Source: an optimization exercise on an open RTL-to-GDS flow (aim: small area, a short achievable clock period and few clock cycles per item). Production flows keep margins and buffers that such runs may drop.
Only simulation tests tie the RTL to the original design; equivalence was not proved.
Power and IR drop assume default switching activity.

`design.v`:
```
module minha_fpu_add #(parameter int W = 8)
(
    input  logic [W-1:0] a,
    input  logic [W-1:0] b,
    input  logic         cin,
    output logic [W-1:0] s,
    output logic         cout
);
    logic [W-1:0] p, g, gg, pp, ng, np;
    always_comb begin
        p  = a ^ b;
        g  = a & b;
        gg = g;
        pp = p;
        gg[0] = g[0] | (p[0] & cin);
        for (int k = 1; k < W; k = k * 2) begin
            ng = gg;
            np = pp;
            for (int i = 0; i < W; i++)
                if ((i / k) % 2 == 1) begin
                    ng[i] = gg[i] | (pp[i] & gg[(i / k) * k - 1]);
                    np[i] = pp[i] & pp[(i / k) * k - 1];
                end
            gg = ng;
            pp = np;
        end
        s    = p ^ {gg[W-2:0], cin};
        cout = gg[W-1];
    end
endmodule
module minha_fpu
(
    input logic clock_100KHz,
    input logic reset,
    input logic start,
    input logic [31:0] op_A_in,
    input logic [31:0] op_B_in,
    output logic [3:0] status_out,
    output logic [31:0] data_out,
    output logic done
);
    logic        sA, sB;
    logic [9:0]  eA, eB;
    logic [20:0] fA, fB;
    assign sA = op_A_in[31];
    assign sB = op_B_in[31];
    assign eA = op_A_in[30:21];
    assign eB = op_B_in[30:21];
    assign fA = op_A_in[20:0];
    assign fB = op_B_in[20:0];
    logic zA, zB, mA, mB, nan_res;
    assign zA = (op_A_in == 32'h0);
    assign zB = (op_B_in == 32'h0);
    assign mA = &eA;
    assign mB = &eB;
    assign nan_res = (mA && fA != 21'h0) || (mB && fB != 21'h0) || (mA && mB && (sA != sB));
    logic [9:0] dAB, dBA, d;
    logic       geE, leE, geM, unused0;
    minha_fpu_add #(10) u_dab (.a(eA), .b(~eB), .cin(1'b1), .s(dAB), .cout(geE));
    minha_fpu_add #(10) u_dba (.a(eB), .b(~eA), .cin(1'b1), .s(dBA), .cout(leE));
    logic        geF;
    logic [20:0] cmp_s;
    minha_fpu_add #(21) u_cmp (.a(fA), .b(~fB), .cin(1'b1), .s(cmp_s), .cout(geF));
    assign geM = !leE || (geE && geF);       
    logic        swap, sX;
    logic [9:0]  eX;
    logic [20:0] fY;
    assign swap = !geM;
    assign sX = swap ? sB : sA;
    assign fY = swap ? fA : fB;
    assign eX = geE ? eA : eB;
    assign d  = geE ? dAB : dBA;
    logic        spec, big, pass_d, kill, selB, sub;
    logic [20:0] fXp;
    logic [21:0] mY, mYp;
    logic [22:0] m;
    assign spec   = !zA && !zB && (mA || mB);
    assign big    = (d[9:5] != 5'd0) || (d[4:0] > 5'd22);
    assign pass_d = zA || zB || mA || mB || big;
    assign kill   = zA || zB || mA || mB || (d[9:5] != 5'd0);
    assign selB   = zA || (!zB && swap);
    assign fXp    = spec ? {20'h0, nan_res} : (selB ? fB : fA);
    assign mY     = {1'b1, fY} >> d[4:0];
    assign mYp    = kill ? 22'h0 : mY;
    assign sub    = sA ^ sB;
    minha_fpu_add #(23) u_add (.a({2'b01, fXp}), .b({1'b0, mYp} ^ {23{sub}}), .cin(sub), .s(m), .cout(unused0));
    logic [9:0] e_raw, e_d;
    logic       s_d;
    logic [1:0] ps_d;
    always_comb begin
        if (zA)        begin e_raw = eB;     s_d = sB;  ps_d = 2'd0; end
        else if (zB)   begin e_raw = eA;     s_d = sA;  ps_d = 2'd0; end
        else if (spec) begin e_raw = 10'h3FF; s_d = nan_res ? 1'b0 : (mA ? sA : sB); ps_d = nan_res ? 2'd3 : 2'd1; end
        else           begin e_raw = eX;     s_d = sX;  ps_d = 2'd2; end
    end
    assign e_d = e_raw + {8'd0, pass_d, 1'b1};
    logic        s_q, pass_q;
    logic [9:0]  e_q;
    logic [22:0] m_q;
    logic [1:0]  ps_q;
    always_ff @(posedge clock_100KHz) begin
        if (start) begin
            s_q    <= s_d;
            pass_q <= pass_d;
            e_q    <= e_d;
            m_q    <= m;
            ps_q   <= ps_d;
        end
    end
    always_ff @(posedge clock_100KHz or negedge reset) begin
        if (!reset) done <= 1'b0;
        else if (start) done <= 1'b1;
    end
    logic [4:0]  z;
    logic [22:0] n5;
    always_comb begin
        logic [31:0] v;
        logic [4:0]  zz [32];
        logic [31:0] nv;
        logic [4:0]  nz [32];
        v = {m_q, 9'h1FF};
        for (int i = 0; i < 32; i++) zz[i] = 5'd0;
        for (int w = 1; w < 32; w = w * 2) begin
            nv = '0;
            for (int i = 0; i < 32; i++) nz[i] = 5'd0;
            for (int j = 0; j < 32 / (2 * w); j++) begin
                nv[j] = v[2*j+1] | v[2*j];
                nz[j] = v[2*j+1] ? zz[2*j+1] : (zz[2*j] | 5'(w));
            end
            v = nv;
            for (int i = 0; i < 32; i++) zz[i] = nz[i];
        end
        z = pass_q ? 5'd3 : zz[0];
        n5 = m_q << z;
    end
    logic [9:0] en;
    logic [4:0] eh1;
    logic       uf, nb, unused1;
    minha_fpu_add #(5) u_enl (.a(e_q[4:0]), .b(~z), .cin(1'b1), .s(en[4:0]), .cout(nb));
    minha_fpu_add #(5) u_enh (.a(e_q[9:5]), .b(5'h1F), .cin(1'b0), .s(eh1), .cout(unused1));
    assign en[9:5] = nb ? e_q[9:5] : eh1;
    assign uf = !pass_q && (m_q == 23'h0 || (e_q[9:5] == 5'd0 && e_q[4:0] == z));
    assign data_out = uf ? 32'h0 : {s_q, en, (pass_q ? m_q[20:19] : 2'b01), n5[21:3]};
    always_comb begin
        if (pass_q)  status_out = 4'b0001 << ps_q;
        else if (uf) status_out = 4'b0100;
        else         status_out = n5[2] ? 4'b1000 : 4'b0001;
    end
endmodule
```
`flow/run.sh`:
```
#!/bin/bash
# Standard ORFS layout (the standard.sh) with two changes:
# - the port buffers use sky130_fd_sc_hd__buf_1 instead of the cell buffer_ports
#   picks by default;
# - synthesis does not extract full/half adder cells (ADDER_MAP_FILE empty), so
#   ABC maps the prefix adders of the RTL itself.
set -euo pipefail
export BUFFER_PORTS_ARGS="-buffer_cell sky130_fd_sc_hd__buf_1"
export ADDER_MAP_FILE=
bash standard.sh > standard.log 2>&1
```
`standard.sh`:
```
#!/bin/bash
# synth_recipe.tcl (not shown) runs the flow's synth.tcl, then flattens the netlist and writes it again
# the make line also repeats each setting of config.mk as NAME=value (left out here)
make -C /OpenROAD-flow-scripts/flow DESIGN_CONFIG=/design/flow/config.mk WORK_HOME=/design/flow/orfs CLKGATE_MAP_FILE= SYNTH_SCRIPT=/design/flow/synth_recipe.tcl "${@:-finish}"
```
`config.mk`:
```
export PLATFORM = sky130hd
export DESIGN_NAME = minha_fpu
export DESIGN_NICKNAME = minha_fpu
export VERILOG_FILES = /design/flow/design.v
export SDC_FILE = /design/flow/constraint.sdc
export NUM_CORES = 4
export LEC_CHECK = 0
export ABC_AREA = 1
export CAP_MARGIN = 20
export CORE_MARGIN = 2
export CORE_UTILIZATION = 40
export CTS_BUF_LIST = sky130_fd_sc_hd__clkbuf_4
export SETUP_SLACK_MARGIN = 4.5
export SLEW_MARGIN = 20
```
`constraint.sdc`:
```
create_clock -name core_clock -period 11.0 [get_ports {clock_100KHz}]
set_input_delay 2.2000 -clock core_clock [delete_from_list [all_inputs] [get_ports {clock_100KHz}]]
set_output_delay 2.2000 -clock core_clock [all_outputs]
set_load 0.01 [all_outputs]
```
==> qor.yml, run 1 <==
status: "no timing/DRC/antenna violations"
chipHeight_um: 142
timing.slew.headroom: 0.435
die-area_um2: 20100
synth_enable_flop_cells: 37
gp_congestion: 0.924
clock-sinks: 38
seq_area_frac_synth: 0.150
seq_power_share: 0.212
wl_per_cell_um: 13.0
drtAntennaViolNets: 0
combinationalPowerShare: 0.730
cts_tree: "done"
synth.cell_area_um2: 7590
flow.area_growth_from_synthesis_pct: 10.6
switching_share: 0.547
clock_latency_ns: 0.32
grt_util_all_layers: 0.216
detail_route.drc_violations: 0
timing.critical_path.from_type: "input port"
kind_of_path_behind_the_tightest_hold_check: "reg -> reg"
num_vias: 8893
drt_pass1_iterations: 5
synth-main-ff-cell: "sky130_fd_sc_hd__edfxtp_1"
critical_path.max_stage_delay_ns: 0.35
critical_path_arrival_ns: 6.23
final_util: 0.450
layout_min_cycle_time_ns: 6.14
rsz_0062_raised_after_global_routing: "yes"
maximum_number_of_pins_on_one_net_before_global_route_repair: 39
path_class: "in -> reg"
ys_seq_elements: 38
grt_antenna_before_repair: 1
cp-end-kind: "flop"
clk_transition_reported_paths_ns: 0.10
finClkSkew_ns: 0
total_leakage_power_uw: 0.00412
ys_warn_count: 7
numCtsBuffers: 5
most_frequent_cells_after_synthesis: "426 x sky130_fd_sc_hd__nand2_1, 181 x sky130_fd_sc_hd__nand3_1, 169 x sky130_fd_sc_hd__inv_1"
synthDominantAreaCellType: "sky130_fd_sc_hd__nand2_1"
cts-htree-levels: 2
maxCapViolCount: 0
final_min_period_over_clock_period: 0.558
critical_path.n_buffers_inverters: 6
initial_core_util: 0.407
whs_ns: 0.479
grt_pass1_wl_um: 36200
finalSetupViolations: 0
worst_ir_drop_on_vdd_mv: 0.0367
yosysMostFrequentCell: "sky130_fd_sc_hd__nand2_1"
cts-root-to-sink-buffers: 2
ctsHoldBuffers: 0
share_of_flip_flops_with_an_asynchronous_set_or_reset_after_synthesis: 0.0263
final_max_slew_viol_count: 0
synth_area_per_cell_um2: 5.41
worst_path_max_delay_cell: "sky130_fd_sc_hd__nor3_1"
power.share.clock: 0.058
vias_per_cell: 5.16
power.density_cell_area_nw_per_um2: 133
dp_hpwl_um: 18500
synthDominantCellAreaShare: 0.211
wirelength_um: 22300
root_buffer: "sky130_fd_sc_hd__clkbuf_4"
yosys-top-cells-area: "sky130_fd_sc_hd__nand2_1 21%, sky130_fd_sc_hd__edfxtp_1 15%, sky130_fd_sc_hd__nand3_1 12%"
detail_route.iter0.violations: 752
grt_pass1_vias: 7582
tightest_slew_ns: 0.847
timing.final.hold_violations: 0
nNetsFinal: 1555
critical_path_peak_fanout: 29
synthesis.instances: 1402
ys_types: 54
dpl_cells: 1696
io_pins: 104
rows: 50
final_cell_count_no_fill: 1724
globalRoute.totalOverflow: 0
synth.net_count: 1469
fin_setup_tns_ns: 0
cp_data_required_time_ns: 11.10
switching_power_uw: 612
dominant_delay_contributor_by_cell_family_on_the_critical_path: "simple AND/OR/NAND/NOR gates"
io_buffer_count: 103
core_area_um2: 18600
p_int_uw: 507
dieWidth_um: 142
fmaxAchievable_ghz: 0.163
final_layout_size_suffix_gt1_frac: 0.0772
through the flow:
step / area (um2) / setup WS (ns) / power (uW)
3_5_place_dp: 8060 / 3.04 / 1020
3_3_place_gp: 8060 / 3.20 / 1020
6_report: 8390 / 4.86 / 1120
5_1_grt: 8390 / 4.41 / 1240
2_1_floorplan: 7590 / 5.64 / 841
4_1_cts: 8170 / 4.45 / 1090
cells in the final DEF, fill, tap and decap left out, types with 3 or more instances in the layout:
| master | Yosys | layout |
|---|---|---|
| sky130_fd_sc_hd__nor2_2 | 10 | 12 |
| sky130_fd_sc_hd__o21ai_0 | 89 | 89 |
| sky130_fd_sc_hd__o21a_1 | 6 | 6 |
| sky130_fd_sc_hd__nand4_1 | 30 | 30 |
| sky130_fd_sc_hd__nand3b_1 | 4 | 4 |
| sky130_fd_sc_hd__a221oi_1 | 3 | 3 |
| sky130_fd_sc_hd__nor3_1 | 32 | 31 |
| sky130_fd_sc_hd__xor2_1 | 37 | 36 |
| sky130_fd_sc_hd__buf_1 | 1 | 102 |
| sky130_fd_sc_hd__nand2_1 | 426 | 423 |
| sky130_fd_sc_hd__and2_1 | 3 | 3 |
| sky130_fd_sc_hd__nand2_4 | 2 | 7 |
| sky130_fd_sc_hd__a211oi_1 | 9 | 9 |
| sky130_fd_sc_hd__clkinvlp_4 | 0 | 9 |
| sky130_fd_sc_hd__xor2_2 | 2 | 3 |
| sky130_fd_sc_hd__o211ai_1 | 5 | 5 |
| sky130_fd_sc_hd__mux2i_1 | 4 | 4 |
| sky130_fd_sc_hd__nor2_1 | 155 | 152 |
| sky130_fd_sc_hd__clkbuf_4 | 1 | 5 |
| sky130_fd_sc_hd__buf_4 | 6 | 21 |
| sky130_fd_sc_hd__a21o_1 | 5 | 5 |
| sky130_fd_sc_hd__inv_1 | 169 | 164 |
| sky130_fd_sc_hd__o22ai_1 | 4 | 4 |
| sky130_fd_sc_hd__edfxtp_1 | 37 | 37 |
| sky130_fd_sc_hd__xnor2_1 | 13 | 12 |
| sky130_fd_sc_hd__inv_2 | 8 | 7 |
| sky130_fd_sc_hd__or2_2 | 7 | 7 |
| sky130_fd_sc_hd__nor4_1 | 14 | 14 |
| sky130_fd_sc_hd__nor3_2 | 2 | 3 |
| sky130_fd_sc_hd__a21oi_1 | 44 | 44 |
| sky130_fd_sc_hd__a31oi_1 | 4 | 3 |
| sky130_fd_sc_hd__a21oi_2 | 4 | 4 |
| sky130_fd_sc_hd__nand3_1 | 181 | 179 |
| sky130_fd_sc_hd__nand2_2 | 23 | 20 |
power by group through the flow:
stage	combinational (uW)	clock, uW	sequential [uW]
3_3_place_gp	780	0	240
3_5_place_dp	784	0	241
5_1_grt	927	73.2	243
6_report	817	64.8	237
2_1_floorplan	610	0	232
4_1_cts	790	67.8	237
layer usage:
layer,up-vias,GRT usage,part of all wire
met5,-,0,0
met4,0,0.0663,0.023
met3,32,0.0148,0.056
met2,274,0.347,0.44
met1,3824,0.309,0.48
li1,4763,-,-
logic make-up after synthesis:
group / Yosys count / synth area share
muxes: 4 / 0.00528
buffers and inverters: 227 / 0.122
AOI/OAI and AO/OA: 185 / 0.140
DFF: 38 / 0.150
xor gates and xnor gates: 53 / 0.0650
and+or+nand+nor: 895 / 0.518
state kept, by name, summed over array words and instances (netlist names):
signal	flops
m_q	23
e_q	10
ps_q	2
done	1
pass_q	1
s_q	1
repair_timing:
| action | 4_1_cts | 5_1_grt |
|---|---|---|
| pin swaps | 0 | 3 |
| cloned | 0 | 2 |
| gates resized for setup | 8 | 24 |
| setup endpoints to repair | 49 | 54 |
| buffers inserted | 2 | 15 |
| hold endpoints to repair | 0 | 0 |
area by class of cell:
class	count	area [um2]
multi-input combinational	1138	5650
timing repair buffer	124	546
sequential	38	1140
fill	2091	10300
tap	234	293
clock buffer	5	37.5
inverter	180	704
antenna	1	2.50
clock inverter	3	16.3
timing repair inverter	1	7.51
final timing paths:
check / from / to / slack, ns / cells past startpoint
max in group asynchronous: reset / done / 9.29 / 1
worst max-delay path: op_A_in[27] / m_q[22] / 4.86 / 32
min in group asynchronous: reset / done / 1.61 / 1
worst min register to register: done / done / 0.48 / 1
worst max register to register: done / done / 10.22 / 1
worst min-delay path: done / done / 0.48 / 1
Testbench counts, summed over its fixed seeds: cycles 24,000, items 24,000.
==> run 2: changes to the inputs <==
--- a/flow/run.sh
+++ b/flow/run.sh
@@ -8,3 +8,4 @@
 export BUFFER_PORTS_ARGS="-buffer_cell sky130_fd_sc_hd__buf_1"
 export ADDER_MAP_FILE=
+export CTS_ARGS="-sink_clustering_enable -repair_clock_nets -sink_clustering_size 20 -buf_list sky130_fd_sc_hd__clkbuf_4 -dont_use_dummy_load"
 bash standard.sh > standard.log 2>&1
--- a/config.mk
+++ b/config.mk
@@ -11,4 +11,5 @@
 export CORE_UTILIZATION = 40
 export CTS_BUF_LIST = sky130_fd_sc_hd__clkbuf_4
+export CTS_CLUSTER_SIZE = 20
 export SETUP_SLACK_MARGIN = 4.5
 export SLEW_MARGIN = 20
==> run 2 against run 1 <==
Against the previous run: still clean; clock power down 12%; sequential share of layout area about the same; die area unchanged; clock skew unchanged; largest power group unchanged.
==> qor.yml, run 2 <==
drtAntennaViolNets: 0  # unchanged
final_layout_size_suffix_gt1_frac: 0.0760  # -0.00119
critical_path.max_stage_delay_ns: 0.37  # +0.02 ns
dominant_delay_contributor_by_cell_family_on_the_critical_path: "simple AND/OR/NAND/NOR gates"
combinationalPowerShare: 0.735  # +0.005
yosysMostFrequentCell: "sky130_fd_sc_hd__nand2_1"
final_cell_count_no_fill: 1721  # -0.17%
clock-sinks: 38  # unchanged
largest_reg_flops: 23  # unchanged
grt_antenna_before_repair: 1  # unchanged
hold_path_startpoint: "done"
rows: 50  # unchanged
nNetsFinal: 1555  # unchanged
finClkSkew_ns: 0  # unchanged
layout_commonest_cell: "sky130_fd_sc_hd__nand2_1"
power.share.clock: 0.051  # -0.007
layout.filler_cells: 2089  # -0.096%
fmaxAchievable_ghz: 0.162  # -0.43%
dp_hpwl_um: 18500  # unchanged
maxCapViolCount: 0  # unchanged
totalPowerFinal_uw: 1110  # -0.68%
min_to: "done"
drt_pass1_iterations: 5  # unchanged
core_area_um2: 18600  # unchanged
final_util: 0.449  # -0.000872
timing.final.hold_violations: 0  # unchanged
fin_setup_tns_ns: 0  # unchanged
flow.area_growth_from_synthesis_pct: 10.4
io_pins: 104  # unchanged
timing.slew.headroom: 0.441  # +0.00607
wirelength_um: 22300  # about the same
maximum_number_of_pins_on_one_net_before_global_route_repair: 39  # unchanged
critical_path.n_buffers_inverters: 6  # unchanged
holdPathStages: 1  # unchanged
final_max_slew_viol_count: 0  # unchanged
multi_input_comb_area_um2: 5650  # unchanged
yosys-top-cells-area: "sky130_fd_sc_hd__nand2_1 21%, sky130_fd_sc_hd__edfxtp_1 15%, sky130_fd_sc_hd__nand3_1 12%"
seq_area_frac_synth: 0.150  # unchanged
placed_cell_area_um2: 8060  # unchanged
rsz_0062_raised_after_global_routing: "yes"
seq_power_share: 0.214  # +0.002
numCtsBuffers: 5  # unchanged
cts-htree-levels: 2  # unchanged
cp_data_required_time_ns: 11.09  # about the same
synth.cell_area_um2: 7590  # unchanged
switching_share: 0.546  # -0.00102
gp_congestion: 0.924  # unchanged
wl_per_cell_um: 13.0  # about the same
layout_min_cycle_time_ns: 6.16  # +0.0264 ns
num_vias: 8911  # +0.20%
power.density_cell_area_nw_per_um2: 133  # -0.49%
grt_pass1_wl_um: 36200  # about the same
timing.critical_path.from_type: "input port"
synthDominantAreaCellType: "sky130_fd_sc_hd__nand2_1"
synthesis.instances: 1402  # unchanged
die-area_um2: 20100  # unchanged
status: "no timing/DRC/antenna violations"
synth_area_per_cell_um2: 5.41  # unchanged
dpl_cells: 1696  # unchanged
switching_power_uw: 607  # -0.86%
ys_seq_elements: 38  # unchanged
r2r_start: "done"
total_leakage_power_uw: 0.00411  # -0.14%
synth_enable_flop_cells: 37  # unchanged
final_cell_area_um2: 8370  # -0.19%
synth.net_count: 1469  # unchanged
kind_of_path_behind_the_tightest_hold_check: "reg -> reg"
worst_path_max_delay_cell: "sky130_fd_sc_hd__nor3_1"
p_int_uw: 505  # -0.46%
path_class: "in -> reg"
regMostFlops: "m_q"
vias_per_cell: 5.18  # +0.38%
initial_core_util: 0.407  # unchanged
worst_ir_drop_on_vdd_mv: 0.0368  # +0.16%
clock_latency_ns: 0.32  # about the same
dieWidth_um: 142  # unchanged
io_buffer_count: 103  # unchanged
grt_util_all_layers: 0.216  # about the same
finalSetupViolations: 0  # unchanged
r2r.worst_path.cells: 1  # unchanged
critical_path_arrival_ns: 6.25  # +0.02 ns
final_cell_mix: "423 x sky130_fd_sc_hd__nand2_1, 179 x sky130_fd_sc_hd__nand3_1, 164 x sky130_fd_sc_hd__inv_1, 152 x sky130_fd_sc_hd__nor2_1, 102 x sky130_fd_sc_hd__buf_1"
most_frequent_cells_after_synthesis: "426 x sky130_fd_sc_hd__nand2_1, 181 x sky130_fd_sc_hd__nand3_1, 169 x sky130_fd_sc_hd__inv_1"
clk_transition_reported_paths_ns: 0.09  # about the same
grt_pass1_vias: 7586  # +0.053%
cts_tree: "done"
reg2reg_to: "done"
ys_types: 54  # unchanged
cts-root-to-sink-buffers: 2  # unchanged
chipHeight_um: 142  # unchanged
share_of_flip_flops_with_an_asynchronous_set_or_reset_after_synthesis: 0.0263  # unchanged
final-seq-area_um2: 1140  # unchanged
detail_route.iter0.violations: 682  # -9.3%
globalRoute.totalOverflow: 0  # unchanged
synth-main-ff-cell: "sky130_fd_sc_hd__edfxtp_1"
cp-end-kind: "flop"
final_min_period_over_clock_period: 0.560  # +0.00240
ys_warn_count: 7  # unchanged
critical_path_peak_fanout: 29  # unchanged
timing.reg2reg.setup_slack_ns: 10.22  # about the same
detail_route.drc_violations: 0  # unchanged
root_buffer: "sky130_fd_sc_hd__clkbuf_4"
synthDominantCellAreaShare: 0.211  # unchanged
tightest_slew_ns: 0.838  # -0.00911 ns
largest_registers: "m_q: 23 flops, e_q: 10 flops, ps_q: 2 flops"
-- run 2: cell counts after synthesis --
Identical to the previous run, type by type.
-- run 2: layer usage --
metal  vias up  GRT usage  routed length (um)
met4         0     0.0679                 520
met1      3824      0.309               10600
met2       295      0.347                9860
met3        33     0.0148                1360
met5         -          0                   0
li1       4759          -                   -
-- run 2: power by group through the flow --
stage	Combinational, uW	Clock, uW	Sequential [uW]
3_5_place_dp	784	0	241
4_1_cts	790	60.0	237
5_1_grt	927	65.4	243
2_1_floorplan	610	0	232
3_3_place_gp	780	0	240
6_report	817	57.1	237
-- run 2: worst max-delay path by stage --
stage	from	endpoint	depth (start not counted)
finish	op_A_in[27]	m_q[22]	32
global route	op_A_in[27]	m_q[22]	31
CTS	op_A_in[2]	m_q[22]	23
detailed placement	op_A_in[22]	m_q[22]	30
global placement	op_B_in[25]	m_q[22]	29
floorplan	op_B_in[27]	m_q[22]	31
-- run 2: metrics by stage --
stage	hold WS [ns]	setup slack, ns
after CTS	0.481	4.50
after detailed placement	0.459	3.04
after global placement	0.456	3.20
after floorplan	0.512	5.64
final	0.476	4.84
after global routing	0.491	4.40
-- run 2: logic make-up after synthesis --
| group | Yosys count | synth area share |
|---|---|---|
| flip-flops | 38 | 0.150 |
| buffers and inverters | 227 | 0.122 |
| AO/OA/AOI/OAI | 185 | 0.140 |
| AND/OR/NAND/NOR | 895 | 0.518 |
| multiplexers | 4 | 0.00528 |
| XOR/XNOR | 53 | 0.0650 |
-- run 2: what timing repair did --
item                       4_1_cts  5_1_grt
cloned                           0        2
setup buffers                    2       15
hold buffers                     0        0
gates resized for setup          9       23
setup endpoints to repair       49       50
pin swaps                        0        3
-- run 2: final cells by class --
cell class                 count  share of cell area
sequential                    38               0.136
timing repair inverter         1            0.000897
timing repair buffer         124              0.0652
tap                          234              0.0350
multi-input combinational   1138               0.674
clock buffer                   5             0.00448
antenna                        1            0.000299
inverter                     180              0.0841
==> run 3: changes to the inputs <==
--- a/flow/run.sh
+++ b/flow/run.sh
@@ -8,4 +8,3 @@
 export BUFFER_PORTS_ARGS="-buffer_cell sky130_fd_sc_hd__buf_1"
 export ADDER_MAP_FILE=
-export CTS_ARGS="-sink_clustering_enable -repair_clock_nets -sink_clustering_size 20 -buf_list sky130_fd_sc_hd__clkbuf_4 -dont_use_dummy_load"
 bash standard.sh > standard.log 2>&1
--- a/config.mk
+++ b/config.mk
@@ -10,6 +10,8 @@
 export CORE_MARGIN = 2
 export CORE_UTILIZATION = 40
-export CTS_BUF_LIST = sky130_fd_sc_hd__clkbuf_4
-export CTS_CLUSTER_SIZE = 20
+export CTS_BUF_LIST = sky130_fd_sc_hd__clkbuf_8
+export CTS_CLUSTER_DIAMETER = 200
+export CTS_CLUSTER_SIZE = 40
+export GPL_TIMING_DRIVEN = 0
 export SETUP_SLACK_MARGIN = 4.5
 export SLEW_MARGIN = 20
==> run 3 against run 2 <==
Against the previous run: largest cell class unchanged; sequential cell count stayed put; area after synthesis stayed put; sequential power hardly changed; still clean on timing, DRC and antenna; clock power is 140% higher; first-iteration DRC count is 17% lower; clock skew stayed put; worst hold slack better by 0.00084 ns.
==> qor.yml, run 3 <==
finalSetupViolations: 0  # unchanged
hold_path_startpoint: "done"
nNetsFinal: 1582  # +1.7%
synth_enable_flop_cells: 37  # unchanged
layout_commonest_cell: "sky130_fd_sc_hd__nand2_1"
dp_hpwl_um: 20200  # +9.6%
worst_ir_drop_on_vdd_mv: 0.0587  # +59%
final_layout_size_suffix_gt1_frac: 0.0752  # -0.000845
tightest_slew_ns: 0.634  # -0.204 ns
timing.critical_path.from_type: "input port"
kind_of_path_behind_the_tightest_hold_check: "reg -> reg"
cts_tree: "done"
dieWidth_um: 142  # unchanged
synth.net_count: 1469  # unchanged
core_area_um2: 18600  # unchanged
grt_pass1_wl_um: 38400  # +5.8%
largest_registers: "m_q: 23 flops, e_q: 10 flops, ps_q: 2 flops"
synth-main-ff-cell: "sky130_fd_sc_hd__edfxtp_1"
grt_util_all_layers: 0.232  # +0.0161
numCtsBuffers: 5  # unchanged
drt_pass1_iterations: 5  # unchanged
final_cell_count_no_fill: 1750  # +1.7%
wl_per_cell_um: 13.3  # +2.9%
maxCapViolCount: 0  # unchanged
cts-root-to-sink-buffers: 2  # unchanged
min_to: "done"
yosysMostFrequentCell: "sky130_fd_sc_hd__nand2_1"
flow.area_growth_from_synthesis_pct: 12.0
ys_warn_count: 7  # unchanged
clock-sinks: 38  # unchanged
reg2reg_to: "done"
dpl_cells: 1740  # +2.6%
grt_antenna_before_repair: 0  # -1
timing.slew.headroom: 0.574  # +0.132
drtAntennaViolNets: 0  # unchanged
ys_seq_elements: 38  # unchanged
fmaxAchievable_ghz: 0.161  # -0.90%
rows: 50  # unchanged
synth.cell_area_um2: 7590  # unchanged
maximum_number_of_pins_on_one_net_before_global_route_repair: 38  # -2.6%
gp_congestion: 0.971  # +5.1%
wirelength_um: 23400  # +4.6%
path_class: "in -> reg"
ctsHoldBuffers: 0  # unchanged
layout.filler_cells: 2125  # +1.7%
clock_latency_ns: 0.29  # -0.03 ns
final-seq-area_um2: 1140  # unchanged
final_min_period_over_clock_period: 0.565  # +0.00507
detail_route.drc_violations: 0  # unchanged
synthesis.instances: 1402  # unchanged
io_pins: 104  # unchanged
grt_pass1_vias: 8086  # +6.6%
chipHeight_um: 142  # unchanged
timing.final.hold_violations: 0  # unchanged
synthDominantAreaCellType: "sky130_fd_sc_hd__nand2_1"
io_buffer_count: 103  # unchanged
yosys-top-cells-area: "sky130_fd_sc_hd__nand2_1 21%, sky130_fd_sc_hd__edfxtp_1 15%, sky130_fd_sc_hd__nand3_1 12%"
critical_path_peak_fanout: 10  # -66%
die-area_um2: 20100  # unchanged
fin_setup_tns_ns: 0  # unchanged
synthDominantCellAreaShare: 0.211  # unchanged
holdPathStages: 1  # unchanged
num_vias: 9007  # +1.1%
finClkSkew_ns: 0  # unchanged
vias_per_cell: 5.15  # -0.60%
clk_transition_reported_paths_ns: 0.07  # -0.02 ns
share_of_flip_flops_with_an_asynchronous_set_or_reset_after_synthesis: 0.0263  # unchanged
total_leakage_power_uw: 0.00420  # +2.3%
rsz_0062_raised_after_global_routing: "yes"
final_cell_mix: "426 x sky130_fd_sc_hd__nand2_1, 181 x sky130_fd_sc_hd__nand3_1, 169 x sky130_fd_sc_hd__inv_1, 154 x sky130_fd_sc_hd__nor2_1, 103 x sky130_fd_sc_hd__buf_1"
status: "no timing/DRC/antenna violations"
final_util: 0.456  # +0.00651
timing.reg2reg.setup_slack_ns: 10.22  # about the same
critical_path_arrival_ns: 6.26  # about the same
power.density_cell_area_nw_per_um2: 142  # +6.7%
r2r_start: "done"
cp-end-kind: "flop"
most_frequent_cells_after_synthesis: "426 x sky130_fd_sc_hd__nand2_1, 181 x sky130_fd_sc_hd__nand3_1, 169 x sky130_fd_sc_hd__inv_1"
multi_input_comb_area_um2: 5580  # -1.3%
root_buffer: "sky130_fd_sc_hd__clkbuf_8"
cp_data_required_time_ns: 11.04  # -0.05 ns
final_max_slew_viol_count: 0  # unchanged
initial_core_util: 0.407  # unchanged
synth_area_per_cell_um2: 5.41  # unchanged
largest_reg_flops: 23  # unchanged
n_antenna_cell: 0  # -1
r2r.worst_path.cells: 1  # unchanged
ys_types: 54  # unchanged
seq_area_frac_synth: 0.150  # unchanged
globalRoute.totalOverflow: 0  # unchanged
cts-htree-levels: 2  # unchanged
layout_min_cycle_time_ns: 6.22  # +0.0557 ns
detail_route.iter0.violations: 566  # -17%
regMostFlops: "m_q"
## run 3: cell types whose count changed in the layout (fill, tap and decap cells not counted), sizes merged
cell and change:
clkinvlp -7, diode -1, clkinv +1, inv +6
clkbuf +23, bufinv +2, buf +6, nand3 -1
## run 3: kinds of logic (layout without fill, tap and decap cells)
kind of cell    count (synthesis)  in the layout  share of synthesized area
compound gates                185            185                      0.140
xor+xnor                       53             53                     0.0650
buf+inv                       227            341                      0.122
flops                          38             38                      0.150
mux                             4              4                    0.00528
simple gates                  895            895                      0.518
## run 3: critical path: stages
cell and delay [ns]:
sky130_fd_sc_hd__buf_1 0.11, sky130_fd_sc_hd__nor4_1 0.42, sky130_fd_sc_hd__nand4_1 0.22, sky130_fd_sc_hd__nor3_1 0.38, sky130_fd_sc_hd__nand4_1 0.25, sky130_fd_sc_hd__nand2_1 0.18
sky130_fd_sc_hd__inv_1 0.05, sky130_fd_sc_hd__nand2_1 0.27, sky130_fd_sc_hd__clkinvlp_4 0.30, sky130_fd_sc_hd__clkbuf_2 0.33, sky130_fd_sc_hd__nor3_1 0.48, sky130_fd_sc_hd__nand3_1 0.19
sky130_fd_sc_hd__nand2_1 0.14, sky130_fd_sc_hd__nor2_1 0.07, sky130_fd_sc_hd__nand3_1 0.08, sky130_fd_sc_hd__nand3_1 0.08, sky130_fd_sc_hd__a21oi_2 0.17, sky130_fd_sc_hd__nand2_4 0.10
sky130_fd_sc_hd__nand2_1 0.08, sky130_fd_sc_hd__nand2_1 0.06, sky130_fd_sc_hd__nand2_1 0.05, sky130_fd_sc_hd__nand2_1 0.06
## run 3: how the worst max path moves through the flow
stage	start	to	slack, ns	cells after the start
CTS	m_q[19]	data_out[30]	4.50	19
floorplan	op_B_in[27]	m_q[22]	5.64	31
finish	op_A_in[3]	m_q[20]	4.78	22
detailed placement	op_A_in[3]	m_q[22]	4.33	23
global placement	op_A_in[3]	m_q[22]	4.34	23
global route	m_q[19]	data_out[30]	4.38	25
## run 3: repair_timing
action                                  CTS  global route
gates resized for setup                   0            16
endpoints found under the setup margin    0            42
buffers inserted                          0             2
## run 3: area by class of cell
type	instances	share of cell area
clock buffer	5	0.00810
buffer	47	0.0295
clock inverter	3	0.00810
tap	234	0.0345
inverter	180	0.0800
sequential	38	0.134
multi-input combinational	1137	0.656
timing repair buffer	106	0.0498
## run 3: report_power, final
group | total (uW) | switching, uW | leakage (uW) | internal (uW)
Clock | 138 | 47.4 | 0.0000683 | 90.8
Combinational | 828 | 550 | 0.00376 | 278
Sequential | 237 | 26.3 | 0.000371 | 211
## run 3: layer usage
layer | track usage | up-vias | routed length (um)
li1 | - | 4798 | -
met1 | 0.305 | 3927 | 10900
met2 | 0.400 | 236 | 10700
met3 | 0.0108 | 46 | 839
met4 | 0.0953 | 0 | 881
met5 | 0 | - | 0
## run 3: stage by stage
step           hold slack (ns)  cell area [um2]  total power, uW  setup WS [ns]
2_1_floorplan            0.512             7590              841           5.64
3_3_place_gp             0.453             8270             1050           4.34
3_5_place_dp             0.460             8290             1050           4.33
4_1_cts                  0.476             8420             1200           4.50
5_1_grt                  0.507             8490             1330           4.38
6_report                 0.477             8490             1200           4.78
==> run 4: changes to the inputs <==
--- a/config.mk
+++ b/config.mk
@@ -13,5 +13,4 @@
 export CTS_CLUSTER_DIAMETER = 200
 export CTS_CLUSTER_SIZE = 40
-export GPL_TIMING_DRIVEN = 0
 export SETUP_SLACK_MARGIN = 4.5
 export SLEW_MARGIN = 20
==> run 4 against run 3 <==
Against the previous run: total power decreased by 4.5%; count of clock-buffer cells in the layout unchanged; combinational power hardly changed; via count shrank 1.4%; design area decreased by 0.50%; wire length down 3.8%; clock skew did not move; area after synthesis unchanged; sequential power about the same; sequential share of layout area up 0.067 points.
==> qor.yml, run 4 <==
status: "no timing/DRC/antenna violations"
n_antenna_cell: 0  # unchanged
synthesis.instances: 1402  # unchanged
rows: 50  # unchanged
most_frequent_cells_after_synthesis: "426 x sky130_fd_sc_hd__nand2_1, 181 x sky130_fd_sc_hd__nand3_1, 169 x sky130_fd_sc_hd__inv_1"
final_cell_mix: "423 x sky130_fd_sc_hd__nand2_1, 179 x sky130_fd_sc_hd__nand3_1, 163 x sky130_fd_sc_hd__inv_1, 152 x sky130_fd_sc_hd__nor2_1, 102 x sky130_fd_sc_hd__buf_1"
cp-end-kind: "output pin"
yosysMostFrequentCell: "sky130_fd_sc_hd__nand2_1"
core_area_um2: 18600  # unchanged
fmaxAchievable_ghz: 0.164  # +1.9%
numCtsBuffers: 5  # unchanged
timing.critical_path.from_type: "flop"
io_pins: 104  # unchanged
final_min_period_over_clock_period: 0.555  # -0.0107
total_leakage_power_uw: 0.00412  # -2.0%
tightest_slew_ns: 0.843  # +0.209 ns
vias_per_cell: 5.16  # +0.32%
ys_types: 54  # unchanged
synth_enable_flop_cells: 37  # unchanged
grt_pass1_vias: 7591  # -6.1%
final_cell_count_no_fill: 1720  # -1.7%
detail_route.iter0.violations: 768  # +36%
synth-main-ff-cell: "sky130_fd_sc_hd__edfxtp_1"
synth_area_per_cell_um2: 5.41  # unchanged
fin_setup_tns_ns: 0  # unchanged
kind_of_path_behind_the_tightest_hold_check: "reg -> reg"
wl_per_cell_um: 13.1  # -2.1%
chipHeight_um: 142  # unchanged
synth.cell_area_um2: 7590  # unchanged
finalSetupViolations: 0  # unchanged
dp_hpwl_um: 18500  # -8.8%
seq_area_frac_synth: 0.150  # unchanged
share_of_flip_flops_with_an_asynchronous_set_or_reset_after_synthesis: 0.0263  # unchanged
maximum_number_of_pins_on_one_net_before_global_route_repair: 39  # +2.6%
critical_path_arrival_ns: 3.90  # -2.36 ns
placed_cell_area_um2: 8060  # -2.7%
die-area_um2: 20100  # unchanged
initial_core_util: 0.407  # unchanged
synthDominantCellAreaShare: 0.211  # unchanged
layout_commonest_cell: "sky130_fd_sc_hd__nand2_1"
synthDominantAreaCellType: "sky130_fd_sc_hd__nand2_1"
path_class: "reg -> out"
rsz_0062_raised_after_global_routing: "yes"
io_buffer_count: 103  # unchanged
maxCapViolCount: 0  # unchanged
grt_antenna_before_repair: 0  # unchanged
dpl_cells: 1696  # -2.5%
clock-sinks: 38  # unchanged
whs_ns: 0.471  # -0.00601 ns
drtAntennaViolNets: 0  # unchanged
gp_congestion: 0.924  # -4.8%
flow.area_growth_from_synthesis_pct: 11.4
layout_min_cycle_time_ns: 6.10  # -0.117 ns
regMostFlops: "m_q"
totalPowerFinal_uw: 1150  # -4.5%
ys_warn_count: 7  # unchanged
worst_ir_drop_on_vdd_mv: 0.0459  # -22%
clock_latency_ns: 0.28  # about the same
power.density_cell_area_nw_per_um2: 136  # -4.0%
wirelength_um: 22500  # -3.8%
grt_pass1_wl_um: 36300  # -5.3%
cts-root-to-sink-buffers: 2  # unchanged
final_max_slew_viol_count: 0  # unchanged
num_vias: 8881  # -1.4%
nNetsFinal: 1552  # -1.9%
yosys-top-cells-area: "sky130_fd_sc_hd__nand2_1 21%, sky130_fd_sc_hd__edfxtp_1 15%, sky130_fd_sc_hd__nand3_1 12%"
clk_transition_reported_paths_ns: 0.07  # about the same
dieWidth_um: 142  # unchanged
root_buffer: "sky130_fd_sc_hd__clkbuf_8"
final_cell_area_um2: 8450  # -0.50%
finClkSkew_ns: 0  # unchanged
final_layout_size_suffix_gt1_frac: 0.0781  # +0.00286
grt_util_all_layers: 0.216  # -0.0154
drt_pass1_iterations: 5  # unchanged
largest_registers: "m_q: 23 flops, e_q: 10 flops, ps_q: 2 flops"
timing.final.hold_violations: 0  # unchanged
largest_reg_flops: 23  # unchanged
detail_route.drc_violations: 0  # unchanged
synth.net_count: 1469  # unchanged
ys_seq_elements: 38  # unchanged
critical_path_peak_fanout: 25  # +15
timing.slew.headroom: 0.438  # -0.135
cp_data_required_time_ns: 8.80  # -2.24 ns
globalRoute.totalOverflow: 0  # unchanged
cts_tree: "done"
cts-htree-levels: 2  # unchanged
[run 4: layout make-up]
cell class	count	area [um2]
Tap cell	234	293
Fill cell	2079	10200
Clock buffer	5	68.8
Multi-Input combinational cell	1138	5700
Sequential cell	38	1140
Timing Repair Buffer	121	523
Clock inverter	3	16.3
Timing Repair inverter	1	7.51
Inverter	180	707
[run 4: path summary, 6_finish.rpt]
check	start	to	slack (ns)	depth (start not counted)
setup / recovery	m_q[20]	data_out[30]	4.90	21
hold / removal	done	done	0.47	1
setup reg to reg	done	done	10.23	1
hold reg to reg	done	done	0.47	1
max in group asynchronous	reset	done	9.23	1
min in group asynchronous	reset	done	1.67	1
[run 4: repair_timing]
item                                    4_1_cts  5_1_grt
endpoints found under the hold margin         0        0
gates cloned                                  0        2
pin swaps                                     0        4
buffers inserted                              2       12
gates resized for setup                       9       32
endpoints found under the setup margin       44       48
hold buffers                                  0        0
[run 4: cells by family after synthesis]
logic type      count (synthesis)  share of synthesized area
simple gates                  895                      0.518
flops                          38                      0.150
buf+inv                       227                      0.122
xor+xnor                       53                     0.0650
compound gates                185                      0.140
mux                             4                    0.00528
[run 4: critical path, cell delays in order, from the launching register on]
cell	delay [ns]
sky130_fd_sc_hd__edfxtp_1	0.41
sky130_fd_sc_hd__inv_1	0.13
sky130_fd_sc_hd__nand2_1	0.09
sky130_fd_sc_hd__nor3_1	0.25
sky130_fd_sc_hd__nand4_1	0.28
sky130_fd_sc_hd__nor2_2	0.29
sky130_fd_sc_hd__nand3_1	0.14
sky130_fd_sc_hd__a31oi_2	0.18
sky130_fd_sc_hd__buf_4	0.30
sky130_fd_sc_hd__xor2_1	0.17
sky130_fd_sc_hd__inv_1	0.09
sky130_fd_sc_hd__nand2_1	0.09
sky130_fd_sc_hd__nand2_1	0.07
sky130_fd_sc_hd__a21boi_0	0.27
sky130_fd_sc_hd__nor2_1	0.07
sky130_fd_sc_hd__nor2_1	0.12
sky130_fd_sc_hd__nand2_1	0.10
sky130_fd_sc_hd__nor2_1	0.14
sky130_fd_sc_hd__nand2_1	0.10
sky130_fd_sc_hd__o21ai_0	0.15
sky130_fd_sc_hd__a21oi_1	0.05
sky130_fd_sc_hd__buf_1	0.12
[run 4: where the power goes]
group          internal (uW)  total (uW)  switching, uW
combinational            276         825            550
clock                   43.2        86.7           43.5
sequential               211         238           26.8
total                    530        1150            620
[run 4: layer usage]
layer | GRT usage | wire length, um
met1 | 0.308 | 10800
met3 | 0.0159 | 1190
met2 | 0.349 | 9940
met5 | 0 | 0
met4 | 0.0695 | 551
[run 4: through the flow]
| step | utilization | setup slack [ns] |
|---|---|---|
| after floorplan | - | 5.64 |
| after global routing | 0.453 | 4.47 |
| after detailed placement | 0.432 | 3.04 |
| final | 0.453 | 4.90 |
| after CTS | 0.440 | 4.55 |
| after global placement | 0.432 | 3.20 |

==> separate check: timing with driven ports <==
In the flow no input, the clock included, has a driving cell. The finished layouts below were timed again as built, in two steps. Step 1: set_driving_cell puts a clkbuf_16 on clock_100KHz and a buf_2 on each other input, an assumption about the parent block. Step 2, shift: input delay + t, output delay - t, t = (earliest + latest rising clock arrival at the registers) / 2. This alone moves slack from input paths to output paths. Slacks: no drivers / after step 1 / after step 2; pairs: no drivers / after step 1.
| run | t, ns | setup slack, ns | worst data-port slew with drivers (ns) |
|---|---|---|---|
| run 1 | 0.355 | 4.863 / 4.870 / 4.515 | 0.03 |
| run 2 | 0.353 | 4.837 / 4.842 / 4.489 | 0.03 |
| run 3 | 0.315 | 4.781 / 4.786 / 4.471 | 0.03 |
| run 4 | 0.312 | 4.899 / 4.867 / 4.628 | 0.03 |
After both steps every run listed still meets setup and hold.
